What follows belongs to an exercise in optimizing a design on an open flow for small area; a production flow would make more cautious choices. At most, simulation tests tie the RTL to the original design; equivalence was not proved. No activity file was given, so power comes from the tool's default toggle rates.

==> flow/design.v <==
module tollboothcontroller (
    input clk, reset,
    input vehicle_detect,
    input rfid_present, rfid_valid, rfid_sufficient,
    input manual_coin, manual_card,
    input vehicle_passgate,
    input maintenance_mode,
    input updaterate,
    input [1:0] vehicle_class,
    input [7:0] rate_input,
    input reset_counters,
    output gateopen, gateclose,
    output [15:0] vehiclecount0, vehiclecount1, vehiclecount2,
    output [15:0] totalrevenue0, totalrevenue1, totalrevenue2,
    output [7:0] evasioncount
);
localparam [2:0] IDLE  = 3'd0,
                 READ  = 3'd1,
                 PAY   = 3'd2,
                 FAIL  = 3'd3,
                 WAIT  = 3'd4,
                 OPEN  = 3'd5,
                 EVA   = 3'd6,
                 MAINT = 3'd7;
reg [2:0] state, nextstate;
reg [7:0] tollrates0, tollrates1, tollrates2;
always @(*) begin
    case (state)
        IDLE:  nextstate = maintenance_mode ? MAINT : vehicle_detect ? READ : IDLE;
        READ:  nextstate = (rfid_present && rfid_valid && rfid_sufficient) ? PAY : FAIL;
        PAY:   nextstate = OPEN;
        FAIL:  nextstate = WAIT;
        WAIT:  nextstate = (manual_coin || manual_card) ? PAY : WAIT;
        OPEN:  nextstate = vehicle_passgate ? IDLE : OPEN;
        EVA:   nextstate = IDLE;
        default: nextstate = maintenance_mode ? MAINT : IDLE;
    endcase
    if (state != OPEN && vehicle_passgate)
        nextstate = EVA;
end
always @(posedge clk or posedge reset)
    if (reset) state <= IDLE;
    else       state <= nextstate;
assign gateopen  = (state == OPEN);
assign gateclose = ~gateopen;
wire pay = (state == PAY);
wire eva = (state == EVA);
wire c0 = (vehicle_class == 2'd0);
wire c1 = (vehicle_class == 2'd1);
wire c2 = (vehicle_class == 2'd2);
function [15:0] inc16;           
    input [15:0] q; input en;
    integer i; reg t;
    begin
        t = en;
        for (i = 0; i < 16; i = i + 1) begin
            inc16[i] = q[i] ^ t;
            t = q[i] & t;
        end
    end
endfunction
function [15:0] add16;           
    input [15:0] q; input [7:0] r; input en;
    integer i; reg t; reg [7:0] s;
    begin
        t = 1'b0;
        for (i = 0; i < 8; i = i + 1) begin
            s[i] = q[i] ^ r[i] ^ t;
            t = (q[i] & r[i]) | (q[i] & t) | (r[i] & t);
        end
        add16[7:0] = en ? s : q[7:0];
        t = t & en;
        for (i = 8; i < 16; i = i + 1) begin
            add16[i] = q[i] ^ t;
            t = q[i] & t;
        end
    end
endfunction
function [7:0] inc8;
    input [7:0] q; input en;
    integer i; reg t;
    begin
        t = en;
        for (i = 0; i < 8; i = i + 1) begin
            inc8[i] = q[i] ^ t;
            t = q[i] & t;
        end
    end
endfunction
wire inc0 = pay & c0, inc1 = pay & c1, inc2 = pay & c2;
reg v0, v1, v2, ve;
always @(posedge clk or posedge reset)
    if (reset) begin
        v0 <= 1'b0; v1 <= 1'b0; v2 <= 1'b0; ve <= 1'b0;
    end else begin
        v0 <= ~(reset_counters & c0 & ~pay);
        v1 <= ~(reset_counters & c1 & ~pay);
        v2 <= ~(reset_counters & c2 & ~pay);
        ve <= ~(reset_counters & ~eva);
    end
reg [15:0] vc0_q, vc1_q, vc2_q, tr0_q, tr1_q, tr2_q;
reg [7:0] ev_q;
assign vehiclecount0 = vc0_q & {16{v0}};
assign vehiclecount1 = vc1_q & {16{v1}};
assign vehiclecount2 = vc2_q & {16{v2}};
assign totalrevenue0 = tr0_q & {16{v0}};
assign totalrevenue1 = tr1_q & {16{v1}};
assign totalrevenue2 = tr2_q & {16{v2}};
assign evasioncount  = ev_q & {8{ve}};
always @(posedge clk) begin
    vc0_q <= inc16(vehiclecount0, inc0);
    vc1_q <= inc16(vehiclecount1, inc1);
    vc2_q <= inc16(vehiclecount2, inc2);
    tr0_q <= add16(totalrevenue0, tollrates0, inc0);
    tr1_q <= add16(totalrevenue1, tollrates1, inc1);
    tr2_q <= add16(totalrevenue2, tollrates2, inc2);
    ev_q  <= inc8(evasioncount, eva);
end
reg [7:0] rq0, rq1, rq2;
reg r0, r1, r2;
always @(posedge clk or posedge reset)
    if (reset) begin
        r0 <= 1'b0; r1 <= 1'b0; r2 <= 1'b0;
    end else begin
        if (updaterate && c0) r0 <= 1'b1;
        if (updaterate && c1) r1 <= 1'b1;
        if (updaterate && c2) r2 <= 1'b1;
    end
always @(posedge clk) begin
    if (updaterate && c0) rq0 <= rate_input;
    if (updaterate && c1) rq1 <= rate_input;
    if (updaterate && c2) rq2 <= rate_input;
end
always @(*) begin
    tollrates0 = r0 ? rq0 : 8'd50;
    tollrates1 = r1 ? rq1 : 8'd100;
    tollrates2 = r2 ? rq2 : 8'd150;
end
endmodule
==> flow/config.mk <==
export PLATFORM = sky130hd
export DESIGN_NAME = tollboothcontroller
export DESIGN_NICKNAME = tollboothcontroller
export VERILOG_FILES = /design/flow/design.v
export SDC_FILE = /design/flow/constraint.sdc
export NUM_CORES = 4
export LEC_CHECK = 0
export CAP_MARGIN = 0
export CORE_MARGIN = 2
export CORE_UTILIZATION = 40
export SLEW_MARGIN = 0
==> flow/constraint.sdc <==
create_clock -name core_clock -period 5.0 [get_ports {clk}]
set_input_delay 1.0000 -clock core_clock [delete_from_list [all_inputs] [get_ports {clk}]]
set_output_delay 1.0000 -clock core_clock [all_outputs]
set_load 0.01 [all_outputs]
standard.sh (not shown) runs the stock make flow with config.mk's settings and CLKGATE_MAP_FILE= SYNTH_SCRIPT=/design/flow/synth_recipe.tcl, a recipe that flattens the netlist after the stock synthesis.
==> flow/flow/run.sh <==
#!/bin/bash
# The standard layout, with the smallest buffer (buf_1) on each port and a
# clock tree of clkbuf_4 without dummy loads.
set -euo pipefail
CTS="-sink_clustering_enable -repair_clock_nets -buf_list sky130_fd_sc_hd__clkbuf_4 -dont_use_dummy_load"
bash standard.sh "BUFFER_PORTS_ARGS=-buffer_cell sky130_fd_sc_hd__buf_1" "CTS_ARGS=$CTS" finish > standard.log 2>&1
The first run completed without violations.
Next try:
--- a/flow/design.v
+++ b/flow/design.v
@@ -16,14 +16,14 @@
 );
 localparam [2:0] IDLE  = 3'd0,
                  READ  = 3'd1,
                  PAY   = 3'd2,
                  FAIL  = 3'd3,
-                 WAIT  = 3'd4,
-                 OPEN  = 3'd5,
-                 EVA   = 3'd6,
-                 MAINT = 3'd7;
+                 WAIT  = 3'd7,
+                 OPEN  = 3'd6,
+                 EVA   = 3'd5,
+                 MAINT = 3'd4;
 reg [2:0] state, nextstate;
 reg [7:0] tollrates0, tollrates1, tollrates2;
 always @(*) begin
     case (state)
         IDLE:  nextstate = maintenance_mode ? MAINT : vehicle_detect ? READ : IDLE;
@@ -59,20 +59,25 @@
         end
     end
 endfunction
 function [15:0] add16;           
     input [15:0] q; input [7:0] r; input en;
-    integer i; reg t; reg [7:0] s;
+    integer i; reg t, c8; reg [7:0] b;
     begin
+        b = r & {8{en}};
         t = 1'b0;
         for (i = 0; i < 8; i = i + 1) begin
-            s[i] = q[i] ^ r[i] ^ t;
-            t = (q[i] & r[i]) | (q[i] & t) | (r[i] & t);
+            add16[i] = q[i] ^ b[i] ^ t;
+            t = (q[i] & b[i]) | (q[i] & t) | (b[i] & t);
         end
-        add16[7:0] = en ? s : q[7:0];
-        t = t & en;
-        for (i = 8; i < 16; i = i + 1) begin
+        c8 = t;
+        for (i = 8; i < 12; i = i + 1) begin
+            add16[i] = q[i] ^ t;
+            t = q[i] & t;
+        end
+        t = c8 & (&q[11:8]);
+        for (i = 12; i < 16; i = i + 1) begin
             add16[i] = q[i] ^ t;
             t = q[i] & t;
         end
     end
 endfunction
=>
- routed wire length came out lower by 5.7%
- die area came out lower by 4.7%
- cell area came out lower by 4.6%
- total power came out lower by 27%
- non-clock buffer count came out lower by 1
- hold slack is better by 0.031 ns
- utilization hardly moves
No functional check of the RTL was part of the first run of this note.

afterwards: timing with drivers on the ports:
How much do the figures lean on ideal ports? The routed layouts below were timed once more, with nothing changed but the port constraints.
Step 1 (the two cells are an assumption about what drives the block):
set clk [get_ports {clk}]
set_driving_cell -lib_cell sky130_fd_sc_hd__clkbuf_16 $clk
set_driving_cell -lib_cell sky130_fd_sc_hd__buf_2 [delete_from_list [all_inputs] $clk]
Step 2, shift: input delay + t, output delay - t, t = (earliest + latest rising clock arrival at the registers) / 2. This alone moves slack from input paths to output paths.
Slacks: ideal / step 1 / step 2; pairs: ideal / step 1.
run | shift t [ns] | slack for setup (ns) | hold slack, ns | slew at the worst register clock pin (ns) | pins driven straight from the clock port
the first run | 0.544 | 0.213 / 0.213 / 0.213 | 0.428 / 0.417 / 0.553 | 0.11 / 0.11 | 1
the second run | 0.538 | 0.244 / 0.238 / -0.299 | 0.459 / 0.446 / 0.525 | 0.12 / 0.12 | 1
With both steps, setup timing fails in the second run, where it was met with ideal ports. The setup slack of the second run, which loses most, moves by -0.006 ns with the drivers and by -0.543 ns with both steps.
